Context: an optimization exercise on an open-source flow, tuned for small area. The choices shown serve that exercise and are no tape-out recipe. No run shown here included a check of the RTL's function; only the layout flow was run. No activity file was given, so power comes from the tool's default toggle rates.

--- flow/config.mk ---
export PLATFORM = sky130hd
export DESIGN_NAME = game2048
export DESIGN_NICKNAME = game2048
export VERILOG_FILES = /design/flow/design.v
export SDC_FILE = /design/flow/constraint.sdc
export NUM_CORES = 8
export LEC_CHECK = 0
export CAP_MARGIN = 40
export CORE_MARGIN = 2
export CORE_UTILIZATION = 35
export SLEW_MARGIN = 40
--- flow/constraint.sdc ---
create_clock -name core_clock -period 10.0 [get_ports {clk}]
set_input_delay 2.0000 -clock core_clock [delete_from_list [all_inputs] [get_ports {clk}]]
set_output_delay 2.0000 -clock core_clock [all_outputs]
set_load 0.01 [all_outputs]
--- flow/design.v ---
module game2048 (
    btnS, btnL, btnR, btnU, btnD, clk, RsRx, sw,      
    AN, SEG, RsTx                                    
);
input       btnS, btnL, btnR, btnU, btnD, clk, RsRx;
input [1:0] sw;
output reg [3:0] AN;
output reg [6:0] SEG;
output      RsTx;
reg [1:0] arst_ff;
always @(posedge clk or posedge btnS)
    if (btnS) arst_ff <= 2'b11;
    else      arst_ff <= {1'b0, arst_ff[1]};
wire rst = arst_ff[0];
reg [11:0] clk_dv;
reg        clk_en;
always @(posedge clk)
    if (rst) {clk_en, clk_dv} <= 13'd0;
    else     {clk_en, clk_dv} <= {1'b0, clk_dv} + 13'd1;
reg [2:0] step_d_L, step_d_R, step_d_U, step_d_D;
always @(posedge clk)
    if (rst) begin
        step_d_L <= 0; step_d_R <= 0; step_d_U <= 0; step_d_D <= 0;
    end else if (clk_en) begin
        step_d_L <= {btnL, step_d_L[2:1]};
        step_d_R <= {btnR, step_d_R[2:1]};
        step_d_U <= {btnU, step_d_U[2:1]};
        step_d_D <= {btnD, step_d_D[2:1]};
    end
wire pL = ~step_d_L[0] & step_d_L[1];
wire pR = ~step_d_R[0] & step_d_R[1];
wire pU = ~step_d_U[0] & step_d_U[1];
wire pD = ~step_d_D[0] & step_d_D[1];
wire anybtn = pL | pR | pU | pD;
wire [1:0] dir = pU ? 2'd0 : pD ? 2'd1 : pL ? 2'd2 : 2'd3;
reg [12:0] tick_cnt;
wire tick = (tick_cnt == 13'd4166);
always @(posedge clk)
    if (rst)       tick_cnt <= 13'd2082;
    else if (tick) tick_cnt <= 13'd0;
    else           tick_cnt <= tick_cnt + 13'd1;
reg [12:0] scan_cnt;
reg [1:0]  LED_counter;
wire scan = (scan_cnt == 13'd6249);
always @(posedge clk)
    if (rst) begin
        scan_cnt    <= 13'd3125;
        LED_counter <= 2'd0;
    end else begin
        scan_cnt <= scan ? 13'd0 : scan_cnt + 13'd1;
        if (scan) LED_counter <= LED_counter + 2'd1;
    end
localparam S_init = 3'd0, S_merge = 3'd1, S_shift = 3'd2, S_gen = 3'd3, S_output = 3'd4;
reg [2:0]  state;
reg        ur;           
reg        bfull;        
reg [63:0] bd;           
function [3:0] dbl;
    input [3:0] x;
    dbl = (x == 4'd0) ? 4'd0 : x + 4'd1;
endfunction
function [15:0] merge_line;
    input [15:0] l;
    reg [3:0] a, b, c, d;
    begin
        a = l[3:0]; b = l[7:4]; c = l[11:8]; d = l[15:12];
        if (a == b && c == d)                      merge_line = {4'd0, 4'd0, dbl(c), dbl(a)};
        else if (a == b)                           merge_line = {4'd0, d, c, dbl(a)};
        else if (a == c && b == 4'd0)              merge_line = {4'd0, 4'd0, d, dbl(a)};
        else if (a == d && b == 4'd0 && c == 4'd0) merge_line = {4'd0, 4'd0, 4'd0, dbl(a)};
        else if (b == c)                           merge_line = {4'd0, d, dbl(b), a};
        else if (b == d && c == 4'd0)              merge_line = {4'd0, 4'd0, dbl(b), a};
        else if (c == d)                           merge_line = {4'd0, dbl(c), b, a};
        else                                       merge_line = l;
    end
endfunction
function [15:0] shift_line;
    input [15:0] l;
    reg [3:0] a, b, c, d;
    reg za, zb, zc, zd;
    begin
        a = l[3:0]; b = l[7:4]; c = l[11:8]; d = l[15:12];
        za = (a == 0); zb = (b == 0); zc = (c == 0); zd = (d == 0);
        shift_line = l;
        case ({zd, zc, zb, za})
        4'b0000: shift_line = {d, c, b, a};
        4'b0001: shift_line = {4'd0, d, c, b};
        4'b0010: shift_line = {4'd0, d, c, a};
        4'b0011: shift_line = {4'd0, 4'd0, d, c};
        4'b0100: shift_line = {4'd0, d, b, a};
        4'b0101: shift_line = {4'd0, 4'd0, d, b};
        4'b0110: shift_line = {4'd0, 4'd0, d, a};
        4'b0111: shift_line = {4'd0, 4'd0, 4'd0, d};
        4'b1000: shift_line = {4'd0, c, b, a};
        4'b1001: shift_line = {4'd0, 4'd0, c, b};
        4'b1010: shift_line = {4'd0, 4'd0, c, a};
        4'b1011: shift_line = {4'd0, 4'd0, 4'd0, c};
        4'b1100: shift_line = {4'd0, 4'd0, b, a};
        4'b1101: shift_line = {4'd0, 4'd0, 4'd0, b};
        4'b1110: shift_line = {4'd0, 4'd0, 4'd0, a};
        4'b1111: shift_line = 16'd0;
        endcase
    end
endfunction
reg [63:0] lines_in;
integer j, p;
always @(*) begin
    for (j = 0; j < 4; j = j + 1)
        for (p = 0; p < 4; p = p + 1)
            case (dir)
            2'd0: lines_in[16*j + 4*p +: 4] = bd[4*(p*4 + j) +: 4];
            2'd1: lines_in[16*j + 4*p +: 4] = bd[4*((3-p)*4 + j) +: 4];
            2'd2: lines_in[16*j + 4*p +: 4] = bd[4*(j*4 + p) +: 4];
            default: lines_in[16*j + 4*p +: 4] = bd[4*(j*4 + 3 - p) +: 4];
            endcase
end
reg [63:0] lines_out;
integer k;
always @(*)
    for (k = 0; k < 4; k = k + 1)
        lines_out[16*k +: 16] = (state == S_merge) ? merge_line(lines_in[16*k +: 16])
                                                  : shift_line(lines_in[16*k +: 16]);
reg [63:0] moved;
integer r, c;
always @(*) begin
    for (r = 0; r < 4; r = r + 1)
        for (c = 0; c < 4; c = c + 1)
            case (dir)
            2'd0: moved[4*(r*4 + c) +: 4] = lines_out[16*c + 4*r +: 4];
            2'd1: moved[4*(r*4 + c) +: 4] = lines_out[16*c + 4*(3-r) +: 4];
            2'd2: moved[4*(r*4 + c) +: 4] = lines_out[16*r + 4*c +: 4];
            default: moved[4*(r*4 + c) +: 4] = lines_out[16*r + 4*(3-c) +: 4];
            endcase
end
reg [15:0] empty;
reg        win;
integer e;
always @(*) begin
    win = 1'b0;
    for (e = 0; e < 16; e = e + 1) begin
        empty[e] = (bd[4*e +: 4] == 4'd0);
        win = win | (bd[4*e +: 4] == 4'd11);
    end
end
wire full = ~|empty;
wire lose = full & bfull;
localparam [63:0] RU_ORDER = {4'd12, 4'd13, 4'd8, 4'd14, 4'd9, 4'd4, 4'd15, 4'd10,
                              4'd5, 4'd0, 4'd11, 4'd6, 4'd1, 4'd7, 4'd2, 4'd3};
wire use_ld = ~(sw[0] ^ ur);
reg [63:0] genned;
reg        found_ru, found_ld;
integer g, idx;
always @(*) begin
    genned = bd;
    found_ru = 1'b0;
    found_ld = 1'b0;
    for (g = 0; g < 16; g = g + 1) begin
        idx = RU_ORDER[4*g +: 4];
        if (!use_ld && empty[idx] && !found_ru) genned[4*idx +: 4] = 4'd1;
        if (empty[idx]) found_ru = 1'b1;
        idx = RU_ORDER[4*(15-g) +: 4];
        if (use_ld && empty[idx] && !found_ld) genned[4*idx +: 4] = 4'd1;
        if (empty[idx]) found_ld = 1'b1;
    end
end
always @(posedge clk)
    if (rst) begin
        state <= S_gen;
        ur    <= 1'b0;
    end else if (state == S_output)
        state <= S_init;
    else if (state == S_init) begin
        if (anybtn & tick & ~lose & ~win) begin
            state <= S_merge;
            ur    <= pU | pR;
        end
    end else
        state <= state + 3'd1;
always @(posedge clk)
    if (rst) begin
        bd    <= 64'd0;
        bfull <= 1'b0;
    end else begin
        case (state)
        S_merge: if (anybtn) bd <= moved;
        S_shift: if (anybtn) begin bd <= moved; bfull <= full; end
        S_gen:   if (~win) bd <= genned;
        default: ;
        endcase
    end
reg [3:0] mx;
reg [15:0] cand;
integer m, bit_i;
always @(*) begin
    cand = 16'hffff;
    for (bit_i = 3; bit_i >= 0; bit_i = bit_i - 1) begin
        mx[bit_i] = 1'b0;
        for (m = 0; m < 16; m = m + 1)
            mx[bit_i] = mx[bit_i] | (cand[m] & bd[4*m + bit_i]);
        for (m = 0; m < 16; m = m + 1)
            cand[m] = cand[m] & (bd[4*m + bit_i] | ~mx[bit_i]);
    end
end
always @(*) begin
    case (LED_counter)
    2'd0: AN = 4'b1110;
    2'd1: AN = 4'b1101;
    2'd2: AN = 4'b1011;
    default: AN = 4'b0111;
    endcase
    case (LED_counter)
    2'd0:    
        case (mx)
        4'd11, 4'd7, 4'd3: SEG = 7'b0000000;
        4'd10, 4'd6, 4'd2: SEG = 7'b0011001;
        4'd9, 4'd5, 4'd1:  SEG = 7'b0100100;
        4'd8, 4'd4:        SEG = 7'b0000010;
        default:           SEG = 7'b0000110;
        endcase
    2'd1:    
        case (mx)
        4'd11: SEG = 7'b0011001;
        4'd10: SEG = 7'b0100100;
        4'd9:  SEG = 7'b1111001;
        4'd8:  SEG = 7'b0010010;
        4'd7:  SEG = 7'b0100100;
        4'd6:  SEG = 7'b0000010;
        4'd5:  SEG = 7'b0110000;
        4'd4:  SEG = 7'b1111001;
        4'd3, 4'd2, 4'd1: SEG = 7'b1111111;
        default: SEG = 7'b0010010;
        endcase
    2'd2:    
        case (mx)
        4'd11, 4'd10: SEG = 7'b1000000;
        4'd9:  SEG = 7'b0010010;
        4'd8:  SEG = 7'b0100100;
        4'd7:  SEG = 7'b1111001;
        4'd6, 4'd5, 4'd4, 4'd3, 4'd2, 4'd1: SEG = 7'b1111111;
        default: SEG = 7'b1000000;
        endcase
    default:     
        case (mx)
        4'd11: SEG = 7'b0100100;
        4'd10: SEG = 7'b1111001;
        4'd9, 4'd8, 4'd7, 4'd6, 4'd5, 4'd4, 4'd3, 4'd2, 4'd1: SEG = 7'b1111111;
        default: SEG = 7'b1000111;
        endcase
    endcase
end
reg  [7:0] wrem;         
reg  [7:0] fcnt;         
reg  [5:0] q;            
wire busy   = |wrem;
wire ffull  = &fcnt;
wire fempty = ~|fcnt;
wire stb    = (state == S_output) & ~busy;
wire wr     = busy & ~ffull;
wire rd     = ~fempty & (q == 6'd0);
always @(posedge clk)
    if (rst) begin
        wrem <= 8'd0;
        fcnt <= 8'd0;
    end else begin
        if (stb)     wrem <= 8'd175;
        else if (wr) wrem <= wrem - 8'd1;
        fcnt <= fcnt + {7'd0, wr} - {7'd0, rd};
    end
reg        bf;           
reg [63:0] snap_x;       
reg [63:0] snap_y;       
reg [1:0]  dloc;         
wire copy = (state == S_merge) & bf;
always @(posedge clk)
    if (rst) bf <= 1'b0;
    else if (stb) bf <= 1'b1;
    else if (copy) bf <= 1'b0;
always @(posedge clk)
    if (copy) begin
        snap_x <= bd;
        snap_y <= snap_x;
    end
reg [3:0] rtop;          
reg [1:0] rf;            
reg [2:0] rp;            
wire frame_end = (rtop == 4'd15) & (rp == 3'd5);
always @(posedge clk)
    if (rst) begin
        rtop <= 4'd15;
        rf   <= 2'd3;
        rp   <= 3'd5;
    end else if (rd) begin
        if (!rtop[3]) rtop <= rtop + 4'd1;
        else if (rp == 3'd5) begin
            rtop <= frame_end ? 4'd1 : rtop + 4'd1;
            rf <= 2'd0;
            rp <= 3'd0;
        end else if (rp == 3'd4 && rf != 2'd3) begin
            rf <= rf + 2'd1;
            rp <= 3'd0;
        end else
            rp <= rp + 3'd1;
    end
always @(posedge clk)
    if (rst) dloc <= 2'd0;
    else dloc <= dloc + {1'b0, copy} - {1'b0, rd & frame_end};
wire [1:0] trow = rtop[2:1];
reg  [3:0] tile;
always @(*) begin
    if (dloc[1])           tile = bd[4*({trow, rf}) +: 4];
    else if (dloc == 2'd0) tile = snap_x[4*({trow, rf}) +: 4];
    else                   tile = snap_y[4*({trow, rf}) +: 4];
end
function [7:0] digit;
    input [3:0] t;
    input [1:0] pos;
    begin
        digit = " ";
        case (pos)
        2'd0: case (t)
              4'd11: digit = "2";
              4'd10: digit = "1";
              default: ;
              endcase
        2'd1: case (t)
              4'd11, 4'd10: digit = "0";
              4'd9: digit = "5";
              4'd8: digit = "2";
              4'd7, 4'd4: digit = "1";
              4'd6: digit = "6";
              4'd5: digit = "3";
              default: ;
              endcase
        2'd2: case (t)
              4'd11, 4'd6, 4'd2: digit = "4";
              4'd10, 4'd7, 4'd5, 4'd1: digit = "2";
              4'd9: digit = "1";
              4'd8: digit = "5";
              4'd4: digit = "6";
              4'd3: digit = "8";
              default: ;
              endcase
        default: case (t)
              4'd11, 4'd7: digit = "8";
              4'd10: digit = "4";
              4'd9: digit = "2";
              4'd8: digit = "6";
              default: ;
              endcase
        endcase
    end
endfunction
reg [7:0] ch;
always @(*) begin
    if (!rtop[3])
        case (rtop[2:0])
        3'd1, 3'd5: ch = 8'd27;
        3'd2, 3'd6: ch = "[";
        3'd3:       ch = "2";
        3'd4:       ch = "J";
        default:    ch = "H";
        endcase
    else if (rtop[2:0] == 3'd7)
        ch = 8'd0;
    else if (rp == 3'd5)
        ch = "\r";
    else if (rp == 3'd4)
        ch = (rf == 2'd3) ? "\n" : (rtop[0] ? "+" : "|");
    else
        ch = rtop[0] ? "-" : digit(tile, rp[1:0]);
end
always @(posedge clk)
    if (rst) q <= 6'd0;
    else if (rd) q <= 6'd3;
    else if (q == 6'd47) q <= 6'd0;
    else if (q != 6'd0) q <= q + 6'd1;
wire [3:0] bitpos = q[5:2];
reg tx;
always @(*)
    case (bitpos)
    4'd1: tx = 1'b0;
    4'd2: tx = ch[0];
    4'd3: tx = ch[1];
    4'd4: tx = ch[2];
    4'd5: tx = ch[3];
    4'd6: tx = ch[4];
    4'd7: tx = ch[5];
    4'd8: tx = ch[6];
    4'd9: tx = ch[7];
    default: tx = 1'b1;
    endcase
assign RsTx = tx;
endmodule
--- flow/run.sh ---
#!/bin/bash
# synth_recipe.tcl (not shown) runs the flow's synth.tcl, then flattens the netlist and writes it again
# the make line also repeats each setting of config.mk as NAME=value (left out here)
make -C /OpenROAD-flow-scripts/flow DESIGN_CONFIG=/design/flow/config.mk WORK_HOME=/design/flow/orfs CLKGATE_MAP_FILE= SYNTH_SCRIPT=/design/flow/synth_recipe.tcl finish
==> metrics.md, run 1 <==
| Metric | Value |
|---|---|
| Status | timing/DRC/antenna clean |
| EDFF count, synth | 128 |
| Worst Hold Class | reg -> reg |
| Initial antenna violation count | 3 |
| Drt pass-1 iters | 9 |
| Clock transition at the registers of the reported paths | 0.06 ns |
| Ys flop type | dfxtp_1 |
| Final setup violation count | 0 |
| Nets | around 2900 |
| Crit Path Category | reg -> out |
| Flops & latches, synth | 286 |
| Synth Area in XOR/XNOR | 5.764% |
| WP data required | roughly 8 ns |
| Vias in the first global route | between 20000 and 25000 |
| Routed Antenna Nets | 0 |
| Area fraction of the dominant cell type after synthesis | between 10% and 20% |
| Final GP Congestion | about 1.1 |
| Switching portion of total power | a little over two fifths |
| Hold Path Depth | 0 |
| Startpoint Class | flip-flop |
| Leak | between 9 and 10 nW |
| Bufs on Longest Clock Path | 3 |
| Share of post-route cells with drive strength above 1 | roughly a tenth |
| Worst R2R Setup Slack | 3.75 ns |
| Core Util, Final | between 30% and 40% |
| Simple-gate share of the synthesized area | approximately a fifth |
| Row count | between 90 and 100 |
| Comb power frac | between 40% and 50% |
| Max-slew violations | 0 |
| Fin. Hold Viols | 0 |
| Reg power frac | between 20% and 30% |
| Root Driver | clkbuf_16 |
| Complex-gate fraction of the synthesized area | roughly 27% |
| Initial Utilization | a little over a third |
| Syn Area/Cell | 8.388 um2 |
| Post-synth design cell area | approximately 24000 um2 |
| Max-Cap Viols | 0 |
| Wire per inst | roughly 25 um |
| Core area | ~67000 um2 |
| Post-synthesis mux area share | 6.604% |
| Post-CTS setup buffer count | 0 |
| Internal power | 2.920 mW |
| Worst-path maximum fanout | 15 |
| Non-filler cells in the finished layout | approximately 3700 |
| WP data arrival | ~7.3 ns |
| Critical Path Sink Type | output pin |
| Cell Chain, Critical Path | nor4_1 > nand4_1 > o311ai_0 > a221oi_1 > buf_4 > nand2_1 > clkinv_1 > o221a_2 > a2111o_1 > nor4_1 > o211ai_1 > inv_1 > ha_1 > inv_1 > ha_1 > o21ai_0 > a21oi_1 > o21ai_0 > a31oi_1 > a31oi_1 > clkdlybuf4s50_1 |
| Most frequent cells after synthesis | nor2_1 (257), nand2_1 (184), o21ai_0 (181) |
| Mapped Nets | 2942 |
| CTS sink cnt | ~290 |
| Dominant cell by count in the synthesized netlist | nor2_1 |
| Detailed Route Iter0 Violations | roughly 3300 |
| Min Tclk post-route | 9.302 ns |
| Via Count | approximately 24000 |
| Peak supply drop | between 100 and 150 uV |
| Largest family of logic cells by synthesized area | compound AO/OA/AOI/OAI gates |
| Yosys cell types | about 110 |
| I/O pin count | 21 |
| Post-DR vias/cell | around 6.4 |
| TritonCTS clock tree | built |
| Dominant cell type by area after synthesis | edfxtp_1 |
| Post-Route WL | between 90000 and 100000 um |
| Port Buffers | 18 |
| Normalized max-slew margin | between 30 and 40% |
| Ys async rst share | less than 1% |
| Final Cell Area | ~26000 um2 |
| GRT Util Overall | approximately 25% |
| Largest cells by area after synthesis | edfxtp_1 (16%), dfxtp_1 (13%), ha_1 (4.6%) |
| Clock latency (worst-skew pair) | between 0.5 and 0.6 ns |
| Fmax | about 110 MHz |
| Worst R2R Path Depth | 16 |
| DRC viols | 0 |
| Post-CTS Hold Fix Bufs | 0 |
| Area Growth Syn to Fin | 9.441% |
| Die area | 70260 um2 |
| Unrepaired setup endpoints after global routing | false |
| Hpwl dp | roughly 63000 um |
| CTS H-tree lvls | 2 |
| Worst-Margin Slew | approximately 0.98 ns |
| Dpl cells | 3592 |
| First-pass GRT wire length | 137000 um |
| Largest net degree at the start of global routing | 80 |
| CTS Buf Count | 38 |
| CP peak stage delay | just under 0.6 ns |
| Pwr dens | roughly 190 nW/um2 |
| Post-synthesis adder-cell area fraction | 4.700% |
| # resized after CTS | 0 |
| Die Ht | approximately 270 um |
| Sw power | ~2.1 mW |
| Slowest cell on the critical path | nor4_1 |
| Worst hold path endpoint | arst_ff[0] |
| Register area share after synthesis | 29.43% |
| Hold path start | arst_ff[1] |
| Clock share of power | a little over a quarter |
| GRT overflow | 0 |
| R2r startpoint | step_d_D[0] |
| Die Wd | roughly 270 um |
| Placed cell areas | 24850 um2 |
| RR Endpoint | bd[46] |
| Final worst-path cycle share | 93.02% |
| Synth warn | 1 |
| Cells after Synth | between 2000 and 3000 |
| TNS Setup | 0 ns |
| Worst Skew | about 0.019 ns |
-- through the flow --
stage / power, mW / hold slack, ns / setup slack (ns)
after global routing: 5.343 / 0.3711 / 0.2930
after floorplan: 3.053 / 0.3452 / 3.720
after global placement: 3.647 / 0.3488 / 1.340
final: 5.047 / 0.3608 / 0.6983
after detailed placement: 3.653 / 0.3494 / 1.564
after CTS: 5.018 / 0.3636 / 0.9347
-- worst max-delay path by stage --
stage,startpoint,end,cells past startpoint
2_1_floorplan,rf[0],RsTx,19
3_3_place_gp,bd[43],SEG[0],22
3_5_place_dp,bd[43],SEG[0],22
4_1_cts,bd[43],SEG[0],22
5_1_grt,bd[43],SEG[0],22
6_report,bd[43],SEG[0],21
-- sequential cells by signal (all words and copies together) (netlist names) --
signal and count:
tick_cnt 13, arst_ff 2, bf 1, state 3, rp 3, bfull 1
dloc 2, rtop 4, ur 1, step_d_D 3, snap_x 64, clk_en 1
q 6, step_d_R 3, step_d_U 3, LED_counter 2, wrem 8, snap_y 64
bd 64, step_d_L 3, scan_cnt 13, fcnt 8, rf 2, clk_dv 12
-- cell type report --
type / count / area (um2)
Antenna cell: 2 / 5.005
Clock inverter: 25 / 211.5
Clock buffer: 44 / 1015
Timing Repair Buffer: 116 / 915.9
Tap cell: 873 / 1092
Multi-Input combinational cell: 2206 / 15420
Sequential cell: 286 / 7028
Inverter: 111 / 421.7
Fill cell: 6756 / 41170
-- logic make-up after synthesis --
kind of cell | after synthesis
buf+inv | 352
other cells | 1
mux | 115
simple gates | 918
flops | 286
fa+ha+maj | 89
compound gates | 926
xor+xnor | 157
-- cell usage in the layout, fill, tap and decap left out, types with 13 or more instances in the layout --
cell	count
a31oi_1	79
nor3_1	52
o2bb2ai_1	13
a211o_1	17
dfxtp_1	154
mux2i_1	73
nand2_1	183
and3_1	31
o21ai_0	179
and2_1	19
a211oi_1	50
mux4_2	33
o221ai_1	21
a21oi_1	174
a221oi_1	28
edfxtp_1	128
and3b_1	33
xnor2_1	111
xor2_1	46
nor2b_1	25
nand4_1	51
clkbuf_16	39
clkdlybuf4s50_1	18
or3_1	17
o211ai_1	55
a22oi_1	34
or4_1	16
inv_1	108
o21a_1	17
nand2b_1	15
a2bb2oi_1	14
nor2_1	254
nand3_1	93
ha_1	88
o22ai_1	42
a2bb2oi_2	13
buf_4	98
nor4_1	52
a21o_1	13
-- per-layer routing --
metal  GRT usage [%]  vias up  share of wire, %  routed length [um]
met3           6.665      302                11               10300
met2           37.50     1386                42               38420
met4           11.45        2               4.9                4465
met1           33.55    11210                41               37390
met5               0        -             0.013                  12
li1                -    10640                 -                   -
-- power by group through the flow --
stage | combinational, mW | clock (mW) | sequential [mW]
floorplan | 1.68 | 0 | 1.37
global placement | 2.19 | 0 | 1.46
detailed placement | 2.19 | 0 | 1.46
CTS | 2.20 | 1.38 | 1.44
global route | 2.47 | 1.42 | 1.46
finish | 2.25 | 1.35 | 1.44
-- critical path: cells and delay by family (launching register included) --
| family | cells | cell delay, ns |
|---|---|---|
| AOI/OAI and AO/OA | 10 | 2.33 |
| adders and majority gates | 2 | 0.61 |
| and+or+nand+nor | 4 | 1.61 |
| DFF | 1 | 0.57 |
| buffers and inverters | 5 | 1.59 |
==> inputs of run 2 (changes only) <==
==> flow/flow/run.sh (new file) <==
#!/bin/bash
# Own layout flow: the standard flow (standard.sh) with one change to synthesis: the
# technology mapping (Yosys's abc pass) uses an area-oriented ABC script (flow/area.abc)
# instead of ORFS's.  Everything else, including flip-flop mapping, flattening and register
# naming, is the standard synthesis (synth_recipe.tcl).
set -euo pipefail
W=$PWD
cat > "$W/synth_area.tcl" <<EOT
proc abc {args} {
  set i [lsearch -exact \$args -script]
  if {\$i >= 0} { set args [lreplace \$args [expr {\$i + 1}] [expr {\$i + 1}] {$W/flow/area.abc}] }
  puts "abc (area script): \$args"
  yosys abc {*}\$args
}
source {$W/synth_recipe.tcl}
EOT
sed "s|SYNTH_SCRIPT=[^ ]*|SYNTH_SCRIPT=$W/synth_area.tcl|" standard.sh > "$W/standard_area.sh"
grep -q "SYNTH_SCRIPT=$W/synth_area.tcl" "$W/standard_area.sh"
bash "$W/standard_area.sh" finish > "$W/flow_make.log" 2>&1
test -s "$W/out/final.def"
==> flow/flow/area.abc (new file) <==
strash
&get -n
&deepsyn -T 10
&put
&get -n
&dch -f
&nf -a
&put
==> flow/standard.sh (new file) <==
#!/bin/bash
# synth_recipe.tcl (not shown) runs the flow's synth.tcl, then flattens the netlist and writes it again
# the make line also repeats each setting of config.mk as NAME=value (left out here)
make -C /OpenROAD-flow-scripts/flow DESIGN_CONFIG=/design/flow/config.mk WORK_HOME=/design/flow/orfs CLKGATE_MAP_FILE= SYNTH_SCRIPT=/design/flow/synth_recipe.tcl "${@:-finish}"
--- a/flow/config.mk
+++ b/flow/config.mk
@@ -5,6 +5,7 @@
 export SDC_FILE = /design/flow/constraint.sdc
 export NUM_CORES = 8
 export LEC_CHECK = 0
+export ABC_AREA = 1
 export CAP_MARGIN = 40
 export CORE_MARGIN = 2
 export CORE_UTILIZATION = 35
removed: flow/run.sh
==> run 2 against run 1 <==
Clock skew rose by 0.010 ns; sequential cell count did not move; total power fell by 20%; cell area fell by 11%; cell count fell by 9.6%; non-clock buffer count rose by 11; clock-buffer cell count rose by 2; clock power fell by 4%; utilization rose by 2.3 points; first-iteration DRC count rose by 3.4%; die area fell by 16%; setup slack got worse by 0.067 ns; largest cell class unchanged.
==> metrics.md, run 2 <==
| Metric | Value |
|---|---|
| R2r startpoint | step_d_U[0] |
| EDFF count, synth | ~130 |
| Root Driver | clkbuf_16 |
| Via Count | 22140 |
| CTS sink cnt | about 290 |
| Area fraction of the dominant cell type after synthesis | between 15 and 20% |
| Crit Path Category | reg -> out |
| Die area | 59040 um2 |
| CTS H-tree lvls | 2 |
| Register area share after synthesis | a little over a third |
| Largest net degree at the start of global routing | between 80 and 90 |
| Hold Path Depth | 0 |
| Wire per inst | about 25 um |
| Final worst-path cycle share | between 90 and 100% |
| Unrepaired setup endpoints after global routing | false |
| Slowest cell on the critical path | nor2_1 |
| Post-Route WL | 82640 um |
| TNS Setup | 0 ns |
| Die Ht | 243.0 um |
| Most frequent cells after synthesis | nand2_1 (257), a21oi_1 (189), nor2_1 (185) |
| Pwr dens | around 170 nW/um2 |
| TritonCTS clock tree | built |
| Core area | 56390 um2 |
| Crit path top cell by count | nand4_1 |
| Synth warn | 1 |
| Post-CTS Hold Fix Bufs | 0 |
| Bufs on Longest Clock Path | 3 |
| Startpoint Class | flip-flop |
| GRT Util Overall | a little over a quarter |
| Leak | approximately 7.8 nW |
| Comb power frac | 34.1% |
| Min Tclk post-route | about 9.4 ns |
| Largest cells by area after synthesis | edfxtp_1 (19%), dfxtp_1 (16%), ha_1 (5.5%) |
| Fin. Hold Viols | 0 |
| Drt pass-1 iters | 13 |
| Worst Skew | a little under 0.03 ns |
| Final GP Congestion | 0.9806 |
| Post-synth design cell area | roughly 20000 um2 |
| Total power | between 4 and 5 mW |
| Worst R2R Path Depth | 14 |
| Clock share of power | between 30% and 40% |
| Worst hold path endpoint | arst_ff[0] |
| Fmax | 106.7 MHz |
| WP data arrival | between 7 and 8 ns |
| Dominant cell type by area after synthesis | edfxtp_1 |
| RR Endpoint | bd[28] |
| Clock latency (worst-skew pair) | about 0.56 ns |
| Max-Cap Viols | 0 |
| Most common cell after layout, fill and taps aside | nand2_1 |
| Initial antenna violation count | 1 |
| Detailed Route Iter0 Violations | between 3000 and 4000 |
| GRT overflow | 0 |
| CP peak stage delay | ~0.71 ns |
| # resized after CTS | 0 |
| Ys async rst share | less than 1% |
| Worst R2R Setup Slack | between 4 and 5 ns |
| Hpwl dp | 56080 um |
| Die Wd | between 200 and 250 um |
| Largest regs | bd (64), snap_x (64), snap_y (64) |
| Mapped Nets | approximately 2500 |
| Status | timing/DRC/antenna clean |
| Syn Area/Cell | approximately 8.5 um2 |
| DRC viols | 0 |
| Critical Path Sink Type | output pin |
| Hold path start | arst_ff[1] |
| Port Buffers | 18 |
| Cell Chain, Critical Path | nor4_1 > nand4_1 > nor2_1 > o21ai_0 > nand4_1 > buf_4 > or3_1 > clkinv_1 > o211ai_1 > nand4_1 > nor3_1 > buf_4 > nor2_1 > o211ai_1 > nor3_1 > ha_1 > ha_1 > a311oi_1 > nand4_1 > a21oi_1 > a31oi_1 > clkdlybuf4s50_1 |
| WP data required | around 8.0 ns |
| I/O pin count | 21 |
| First-pass GRT wire length | roughly 120000 um |
| Yosys cell types | just over 70 |
| Routed Antenna Nets | 0 |
| Max-slew violations | 0 |
| Number of fill cells in the layout | ~5700 |
| Share of post-route cells with drive strength above 1 | 7.484% |
| Internal power | around 2.5 mW |
| Ys flop type | dfxtp_1 |
| Post-CTS setup buffer count | 0 |
| Normalized max-slew margin | roughly a third |
| Peak supply drop | between 200 and 250 uV |
| Switching portion of total power | a little under two fifths |
| Clock transition at the registers of the reported paths | 0.06 ns |
| Reg power frac | roughly a third |
| Worst Hold Class | reg -> reg |
| Nets | 2625 |
| Post-DR vias/cell | about 6.7 |
| Worst-path maximum fanout | 15 |
| Sw power | between 1 and 1.5 mW |
| Flops & latches, synth | approximately 290 |
| Most frequent cells in the layout | nand2_1 (257), a21oi_1 (189), nor2_1 (177) |
| Area Growth Syn to Fin | 16.08% |
| Initial Utilization | a little over a third |
| CTS Buf Count | 34 |
| Dominant cell by count in the synthesized netlist | nand2_1 |
| Row count | 87 |
| Vias in the first global route | about 21000 |
| Final setup violation count | 0 |
| Cells after Synth | roughly 2400 |
| Worst-Margin Slew | ~0.99 ns |
-- run 2: cell count changes after synthesis, moves of 33 or more --
cell / before / now
nor2_1: 257 / 185
nor3_1: 53 / 93
nand2_1: 184 / 257
a222oi_1: 0 / 62
nand4_1: 51 / 110
a31oi_1: 81 / 34
mux4_2: 33 / 0
mux2i_1: 73 / 3
inv_1: 109 / 0
clkinv_1: 2 / 101
o21ai_0: 181 / 128
clkbuf_1: 159 / 0
-- run 2: how the worst max path moves through the flow --
stage	from	endpoint	cells after the start
global placement	bd[11]	SEG[2]	22
global route	bd[11]	SEG[1]	22
CTS	bd[11]	SEG[2]	22
detailed placement	bd[11]	SEG[2]	22
finish	bd[11]	SEG[2]	22
floorplan	step_d_U[0]	bd[38]	15
-- run 2: stage by stage --
step | std cells | setup slack, ns | util (%) | hold WS [ns] | instance area [um2]
after floorplan | 2364 | 1.518 | - | 0.3452 | 19990
after global placement | 3244 | 1.318 | 38.96 | 0.3481 | 21970
after detailed placement | 3247 | 1.296 | 39.08 | 0.3485 | 22040
after CTS | 3308 | 0.7087 | 41.09 | 0.3567 | 23170
after global routing | 3308 | 0.05161 | 41.14 | 0.3634 | 23200
final | 3310 | 0.6312 | 41.15 | 0.3548 | 23200
-- run 2: area by class of cell --
cell class / instances / area, um2 / area share [%]
multi-input combinational: 1977 / 12730 / 54.87
sequential: 286 / 7019 / 30.25
timing repair buffer: 127 / 988.4 / 4.260
clock buffer: 46 / 947.2 / 4.082
tap: 756 / 945.9 / 4.077
inverter: 101 / 381.6 / 1.645
clock inverter: 15 / 183.9 / 0.7928
antenna: 2 / 5.005 / 0.02157
-- run 2: metal layers --
| metal | GRT usage [%] | wire [um] |
|---|---|---|
| met2 | 41.72 | 35770 |
| met5 | 0 | 0 |
| met4 | 14.42 | 5013 |
| met3 | 7.441 | 10060 |
| met1 | 33.68 | 31800 |
-- run 2: cell families after synthesis --
logic type	synth area share (%)
AO/OA/AOI/OAI	27.84
XOR/XNOR	4.864
adder cells (fa/ha/maj)	5.609
buffers and inverters	1.897
flip-flops	35.12
multiplexers	0.2629
other	0.01876
AND/OR/NAND/NOR	24.39
-- run 2: power groups by stage --
stage               Combinational (mW)  Clock [mW]  Sequential [mW]
finish                            1.37        1.29             1.37
global route                      1.51        1.34             1.38
CTS                               1.35        1.30             1.37
detailed placement                1.34           0             1.39
global placement                  1.31           0             1.38
floorplan                        0.926           0             1.39
-- run 2: worst max-delay path, delay by kind of cell (launching register included) --
family | cells | cell delay (ns)
DFF | 1 | 0.31
AOI/OAI and AO/OA | 6 | 1.26
and+or+nand+nor | 10 | 3.22
buffers and inverters | 4 | 1.43
adders and majority gates | 2 | 0.58
==> inputs of run 3 (changes only) <==
--- a/flow/config.mk
+++ b/flow/config.mk
@@ -6,7 +6,11 @@
 export NUM_CORES = 8
 export LEC_CHECK = 0
 export ABC_AREA = 1
-export CAP_MARGIN = 40
+export CAP_MARGIN = 10
 export CORE_MARGIN = 2
 export CORE_UTILIZATION = 35
-export SLEW_MARGIN = 40
+export CTS_BUF_LIST = sky130_fd_sc_hd__clkbuf_2 sky130_fd_sc_hd__clkbuf_4
+export CTS_CLUSTER_SIZE = 20
+export GPL_ROUTABILITY_DRIVEN = 0
+export GPL_TIMING_DRIVEN = 0
+export SLEW_MARGIN = 10
==> run 3 against run 2 <==
Area after synthesis unchanged; sequential power grew 3%; first-iteration DRC count grew 6.1%; cell area decreased by 1.9%; largest power group unchanged.
==> metrics.md, run 3 <==
| Metric | Value |
|---|---|
| Worst hold slack | 0.3752 ns |
| Crit Path Category | reg -> out |
| Total power | roughly 3.8 mW |
| Crit path top cell by count | nand4_1 |
| Post-synthesis mux area share | 0.2629% |
| Cells after Synth | ~2400 |
| Drt pass-1 iters | 8 |
| Die Ht | 243.0 um |
| Post-DR vias/cell | around 6.6 |
| Area Growth Syn to Fin | 13.89% |
| CTS Buf Count | 81 |
| Initial Utilization | between 30% and 40% |
| Routed Antenna Nets | 0 |
| Most frequent cells after synthesis | nand2_1 (257), a21oi_1 (189), nor2_1 (185) |
| Normalized max-slew margin | a little under a tenth |
| Flops & latches, synth | between 200 and 300 |
| Post-synthesis adder-cell area fraction | under 10% |
| Complex-gate fraction of the synthesized area | about 28% |
| Dominant cell by count in the synthesized netlist | nand2_1 |
| Hold path start | arst_ff[1] |
| Worst Skew | just over 0.08 ns |
| Post-synth design cell area | roughly 20000 um2 |
| CP Launch Point | bd[35] |
| Row count | 87 |
| Worst-path maximum fanout | 14 |
| Simple-gate share of the synthesized area | approximately 24% |
| Worst R2R Setup Slack | roughly 3.7 ns |
| Share of post-route cells with drive strength above 1 | under 10% |
| Slowest cell on the critical path | dfxtp_1 |
| Register area share after synthesis | a little over a third |
| Root Driver | clkbuf_4 |
| Syn Area/Cell | 8.455 um2 |
| Clock latency (worst-skew pair) | 0.82 ns |
| DRC viols | 0 |
| GRT overflow | 0 |
| Status | timing/DRC/antenna clean |
| CTS H-tree lvls | 3 |
| Nets | ~2600 |
| Port Buffers | 18 |
| WP data required | ~8 ns |
| Worst Hold Class | reg -> reg |
| Wire per inst | approximately 23 um |
| Hpwl dp | ~51000 um |
| Mapped Nets | ~2500 |
| Worst-Margin Slew | roughly 1.4 ns |
| Largest net degree at the start of global routing | around 100 |
| Min Tclk post-route | around 9.3 ns |
| Detailed Route Iter0 Violations | approximately 3700 |
| Post-Route WL | around 76000 um |
| R2r startpoint | step_d_D[1] |
| EDFF count, synth | roughly 130 |
| Synth warn | 1 |
| Clock transition at the registers of the reported paths | 0.07 ns |
| Largest regs | bd (64), snap_x (64), snap_y (64) |
| Critical Path Sink Type | output pin |
| Die area | 59040 um2 |
| CP peak stage delay | 0.94 ns |
| Largest cells by area after synthesis | edfxtp_1 (19%), dfxtp_1 (16%), ha_1 (5.5%) |
| WP data arrival | about 7.3 ns |
| Bufs on Longest Clock Path | 3 |
| Most common cell after layout, fill and taps aside | nand2_1 |
| TritonCTS clock tree | built |
| Unrepaired setup endpoints after global routing | false |
| Initial antenna violation count | 4 |
| Synth Area in XOR/XNOR | 4.864% |
| Ys flop type | dfxtp_1 |
| Max-slew violations | 0 |
| CTS sink cnt | about 290 |
| Startpoint Class | flip-flop |
| Leak | roughly 7.5 nW |
| First-pass GRT wire length | approximately 120000 um |
| Core area | ~56000 um2 |
| Die Wd | ~240 um |
| Max-Cap Viols | 0 |
| Peak supply drop | ~120 uV |
| Yosys cell types | 71 |
| GRT Util Overall | 24.81% |
| Final worst-path cycle share | between 90% and 100% |
| Most frequent cells in the layout | nand2_1 (256), a21oi_1 (189), nor2_1 (179) |
| Cell Chain, Critical Path | nor4_1 > nand4_1 > buf_4 > o21bai_1 > a22oi_1 > nand4_1 > or3_1 > clkinv_1 > o211ai_1 > nand4_1 > nor3_2 > buf_4 > o211ai_1 > nand4_1 > nor3_2 > ha_1 > clkinv_1 > ha_1 > o221a_1 > a21boi_0 > clkdlybuf4s50_1 |
| Pwr dens | ~170 nW/um2 |
| Area fraction of the dominant cell type after synthesis | 19.23% |
| Final setup violation count | 0 |
| Largest family of logic cells by synthesized area | compound AO/OA/AOI/OAI gates |
| I/O pin count | 21 |
| Fin. Hold Viols | 0 |
| Ys async rst share | less than 1% |
| Via Count | between 20000 and 25000 |
| Dominant cell type by area after synthesis | edfxtp_1 |
| Fmax | approximately 110 MHz |
| Vias in the first global route | about 21000 |
[run 3: cell counts after synthesis]
No cell type changed its count.
[run 3: cell families (layout without fill, tap and decap cells)]
family | after synthesis | in the layout
xor+xnor | 111 | 111
buf+inv | 101 | 298
fa+ha+maj | 89 | 89
compound gates | 793 | 793
mux | 5 | 5
other cells | 1 | 4
simple gates | 978 | 978
flops | 286 | 286
[run 3: area by class of cell]
| cell class | count | area (um2) |
|---|---|---|
| flip-flops and latches | 286 | 7025 |
| multi-input cells | 1977 | 12740 |
| fillers | 5704 | 33620 |
| well taps | 756 | 945.9 |
| inverters | 101 | 384.1 |
| diodes | 3 | 7.507 |
| repair buffers | 56 | 685.7 |
| clock inverters | 27 | 122.6 |
| clock buffers | 114 | 855.8 |
[run 3: routing by layer]
layer / share of wire (%) / vias up / track usage [%]
met4: 5.4 / 0 / 14.02
met2: 44 / 1456 / 38.43
met5: 0 / - / 0
li1: - / 9781 / -
met3: 11 / 332 / 6.203
met1: 39 / 10360 / 31.46
[run 3: worst paths after layout]
kind,to,cells past startpoint
max reg2reg,bd[6],13
min in group asynchronous,arst_ff[1],2
min reg2reg,arst_ff[0],0
min,arst_ff[0],0
max in group asynchronous,arst_ff[0],2
max,SEG[0],21
[run 3: worst max-delay path, delay by kind of cell (launching register included)]
family	cells	cell delay [ns]
and+or+nand+nor	8	2.37
buffers and inverters	5	1.38
AOI/OAI and AO/OA	6	1.11
DFF	1	0.94
adders and majority gates	2	0.68
[run 3: repair_timing]
item	in CTS	in global routing
pin swaps	0	2
setup buffers	0	5
gates resized for setup	2	3
hold buffers	0	0
endpoints found under the setup margin	7	7
[run 3: where the power goes]
group          total [mW]  switching (mW)  internal (mW)
sequential           1.41           0.133           1.28
clock                1.05           0.522          0.527
combinational        1.31           0.828          0.485
total                3.77            1.48           2.29
[run 3: stage by stage]
step	TNS [ns]	cell area (um2)	instances	setup WS, ns	util, %
after global placement	-194.08	21110	3138	-3.594	37.45
after floorplan	0	19990	2364	1.518	-
final	0	22760	3320	0.7063	40.37
after detailed placement	0	21710	3168	0.5313	38.50
after global routing	0	22760	3319	0.3082	40.37
after CTS	0	22690	3309	0.1976	40.25
==> inputs of run 4 (changes only) <==
==> flow/config.mk (replaced) <==
export PLATFORM = sky130hd
export DESIGN_NAME = game2048
export DESIGN_NICKNAME = game2048
export VERILOG_FILES = /design/flow/design.v
export SDC_FILE = /design/flow/constraint.sdc
export NUM_CORES = 8
export LEC_CHECK = 0
export ABC_AREA = 1
export CAP_MARGIN = 10
export CORE_MARGIN = 2
export CORE_UTILIZATION = 50
export CTS_BUF_LIST = sky130_fd_sc_hd__clkbuf_4
export GPL_TIMING_DRIVEN = 0
export SLEW_MARGIN = 10
==> run 4 against run 3 <==
Still clean; critical path depth stayed put; sequential power hardly changed; global-route usage is 11 points higher; first-iteration DRC count is 13% lower; critical endpoint unchanged; largest power group unchanged.
==> metrics.md, run 4 <==
| Metric | Value |
|---|---|
| Worst hold path endpoint | arst_ff[0] |
| Slowest cell on the critical path | dfxtp_1 |
| GRT overflow | 0 |
| WP data arrival | about 7.4 ns |
| Cell Chain, Critical Path | nor4_1 > nand4_1 > buf_4 > nor2_4 > o21ai_0 > nand4_1 > or3_1 > clkinv_1 > o211ai_1 > nand4_1 > nor3_2 > buf_6 > o22ai_1 > o2111ai_1 > nor3_2 > ha_1 > clkinv_1 > ha_1 > o221a_1 > a21boi_0 > clkdlybuf4s50_1 |
| Pre-CTS WS | roughly 0.59 ns |
| DRC viols | 0 |
| GRT Util Overall | 36.16% |
| Peak supply drop | around 110 uV |
| Hpwl dp | approximately 52000 um |
| Clock transition at the registers of the reported paths | 0.07 ns |
| WP data required | 8.00 ns |
| Post-DR vias/cell | around 7 |
| Worst Hold Class | reg -> reg |
| Drt pass-1 iters | 12 |
| Root Driver | clkbuf_4 |
| CTS sink cnt | 286 |
| First-pass GRT wire length | 118200 um |
| Largest family of logic cells by synthesized area | compound AO/OA/AOI/OAI gates |
| Crit path top cell by count | nand4_1 |
| TritonCTS clock tree | built |
| Final worst setup slack | about 0.58 ns |
| Startpoint Class | flip-flop |
| Via Count | between 20000 and 25000 |
| Largest cells by area after synthesis | edfxtp_1 (19%), dfxtp_1 (16%), ha_1 (5.5%) |
| Busiest grt layer | met2 |
| Bufs on Longest Clock Path | 3 |
| CTS H-tree lvls | 3 |
| Row count | 73 |
| EDFF count, synth | ~130 |
| R2r startpoint | step_d_U[1] |
| Most frequent cells in the layout | nand2_1 (256), a21oi_1 (189), nor2_1 (179) |
| Hold Path Depth | 0 |
| Complex-gate fraction of the synthesized area | between 20% and 30% |
| Simple-gate share of the synthesized area | between 20% and 30% |
| Status | timing/DRC/antenna clean |
| Normalized max-slew margin | under 10% |
| Most frequent cells after synthesis | nand2_1 (257), a21oi_1 (189), nor2_1 (185) |
| I/O pin count | 21 |
| Routed Antenna Nets | 0 |
| Clock latency (worst-skew pair) | just over 0.8 ns |
| Ys flop type | dfxtp_1 |
| Area fraction of the dominant cell type after synthesis | about a fifth |
| Die area | ~42000 um2 |
| Cells after Synth | about 2400 |
| Flops & latches, synth | ~290 |
| GR Util met3 | 8.801% |
| Worst R2R Path Depth | 14 |
| Nets | about 2600 |
| Post-synth design cell area | 19990 um2 |
| Detailed Route Iter0 Violations | around 3200 |
| Post-synthesis adder-cell area fraction | under 10% |
| Largest regs | bd (64), snap_x (64), snap_y (64) |
| Syn Area/Cell | about 8.5 um2 |
| Largest net degree at the start of global routing | a little over 100 |
| Post-synthesis mux area share | 0.2629% |
| Area Growth Syn to Fin | 12.02% |
| Synth warn | 1 |
| Dominant cell type by area after synthesis | edfxtp_1 |
| Vias in the first global route | between 20000 and 25000 |
| Met1 Use GR | between 40 and 50% |
| Min Tclk post-route | about 9.4 ns |
| Post-Route WL | slightly below 80000 um |
| Core Util, Final | a little under three fifths |
| Critical Path Sink Type | output pin |
| Die Ht | about 200 um |
| Worst R2R Setup Slack | roughly 3.2 ns |
| Worst Skew | between 0.04 and 0.05 ns |
| Register area share after synthesis | a little over a third |
| Met2 Usage GRT | between 50% and 60% |
| Initial Utilization | approximately 50% |
| Final setup violation count | 0 |
| Ys async rst share | less than 1% |
| Fmax | between 100 and 150 MHz |
| Unrepaired setup endpoints after global routing | false |
| Core area | roughly 40000 um2 |
| Dominant cell by count in the synthesized netlist | nand2_1 |
| RR Endpoint | bd[6] |
| Yosys cell types | approximately 70 |
| Total power | between 3 and 4 mW |
| Max-Cap Viols | 0 |
| Final GP Congestion | between 0.9 and 1 |
| Worst-Margin Slew | 1.385 ns |
| Worst hold slack | between 0.3 and 0.4 ns |
| Synth Area in XOR/XNOR | 4.864% |
| Die Wd | ~200 um |
| Initial antenna violation count | 1 |
| Crit Path Category | reg -> out |
| Mapped Nets | 2462 |
| Fin. Hold Viols | 0 |
| Share of post-route cells with drive strength above 1 | 7.090% |
| Port Buffers | 18 |
| TNS Setup | 0 ns |
| Hold path start | arst_ff[1] |
| Worst-path maximum fanout | 14 |
| CP peak stage delay | about 0.9 ns |
| CTS Buf Count | 78 |
| Leak | about 7.5 nW |
| Wire per inst | 24.98 um |
| Pwr dens | approximately 170 nW/um2 |
| Final worst-path cycle share | 94.20% |
| Most common cell after layout, fill and taps aside | nand2_1 |
| Max-slew violations | 0 |
run 4: timing repair:
| item | CTS | global route |
|---|---|---|
| hold buffers | 0 | 0 |
| gates resized for setup | 1 | 3 |
| endpoints found under the setup margin | 7 | 7 |
| pin swaps | 0 | 2 |
| setup buffers | 0 | 6 |
run 4: worst max-delay path, delay by kind of cell (launching register included):
| family | cells | cell delay, ns |
|---|---|---|
| AO/OA/AOI/OAI | 6 | 1.22 |
| adder cells (fa/ha/maj) | 2 | 0.68 |
| buffers and inverters | 5 | 1.37 |
| flip-flops | 1 | 0.92 |
| AND/OR/NAND/NOR | 8 | 2.40 |
run 4: worst max-delay path by stage:
stage	start	to	slack, ns	depth (start not counted)
detailed placement	bd[11]	SEG[0]	0.59	18
global route	bd[11]	SEG[2]	0.33	22
global placement	step_d_U[1]	bd[38]	-3.74	15
CTS	bd[11]	SEG[0]	0.04	18
finish	bd[11]	SEG[0]	0.58	21
floorplan	step_d_U[0]	bd[38]	1.52	15
run 4: stage by stage:
stage	cell area, um2	cells
global placement	20830	2907
global route	22390	3079
detailed placement	21380	2933
floorplan	19990	2364
CTS	22320	3072
finish	22390	3079
run 4: cell type report:
| cell class | count | area [um2] |
|---|---|---|
| Clock buffer | 101 | 758.2 |
| Clock inverter | 38 | 185.2 |
| Multi-Input combinational cell | 1977 | 12750 |
| Antenna cell | 1 | 2.502 |
| Inverter | 101 | 384.1 |
| Timing Repair Buffer | 50 | 625.6 |
| Fill cell | 3762 | 17250 |
| Sequential cell | 286 | 7024 |
| Tap cell | 525 | 656.9 |
run 4: routing by layer:
| layer | vias to the layer above | wire length, um |
|---|---|---|
| li1 | 9790 | - |
| met1 | 10370 | 30400 |
| met2 | 1477 | 33030 |
| met3 | 359 | 8682 |
| met4 | 0 | 4799 |
| met5 | - | 0 |
run 4: kinds of logic after synthesis:
family	count (synthesis)
AND/OR/NAND/NOR	978
AO/OA/AOI/OAI	793
flip-flops	286
XOR/XNOR	111
buffers and inverters	101
adder cells (fa/ha/maj)	89
multiplexers	5
other	1
run 4: report_power, final:
| part | internal (mW) | leakage [nW] | switching (mW) |
|---|---|---|---|
| clock network | 0.483 | 0.547 | 0.537 |
| registers | 1.28 | 2.38 | 0.138 |
| logic | 0.483 | 4.56 | 0.832 |

static timing again, ports no longer ideal:
No port has a modelled driver above. Below, the same layouts with a new extraction and two added sets of constraints. Step 1: set_driving_cell puts a clkbuf_16 on clk and a buf_2 on each other input, an assumption about the parent block. Step 2, shift: input delay + t, output delay - t, t = (earliest + latest rising clock arrival at the registers) / 2. This alone moves slack from input paths to output paths. Slacks: ideal ports / drivers / drivers and shift; pairs: ideal ports / drivers.
| run | t, ns | setup WS [ns] | worst setup path after step 2 | cell pins on the clock port's net |
|---|---|---|---|---|
| run 1 | 0.627 | 0.698 / 0.643 / 1.271 | register to output | 1 |
| run 2 | 0.608 | 0.631 / 0.566 / 1.174 | register to output | 1 |
| run 3 | 0.843 | 0.706 / 0.646 / 1.489 | register to output | 1 |
| run 4 | 0.845 | 0.580 / 0.529 / 1.374 | register to output | 1 |
After both steps every run listed still meets setup and hold.
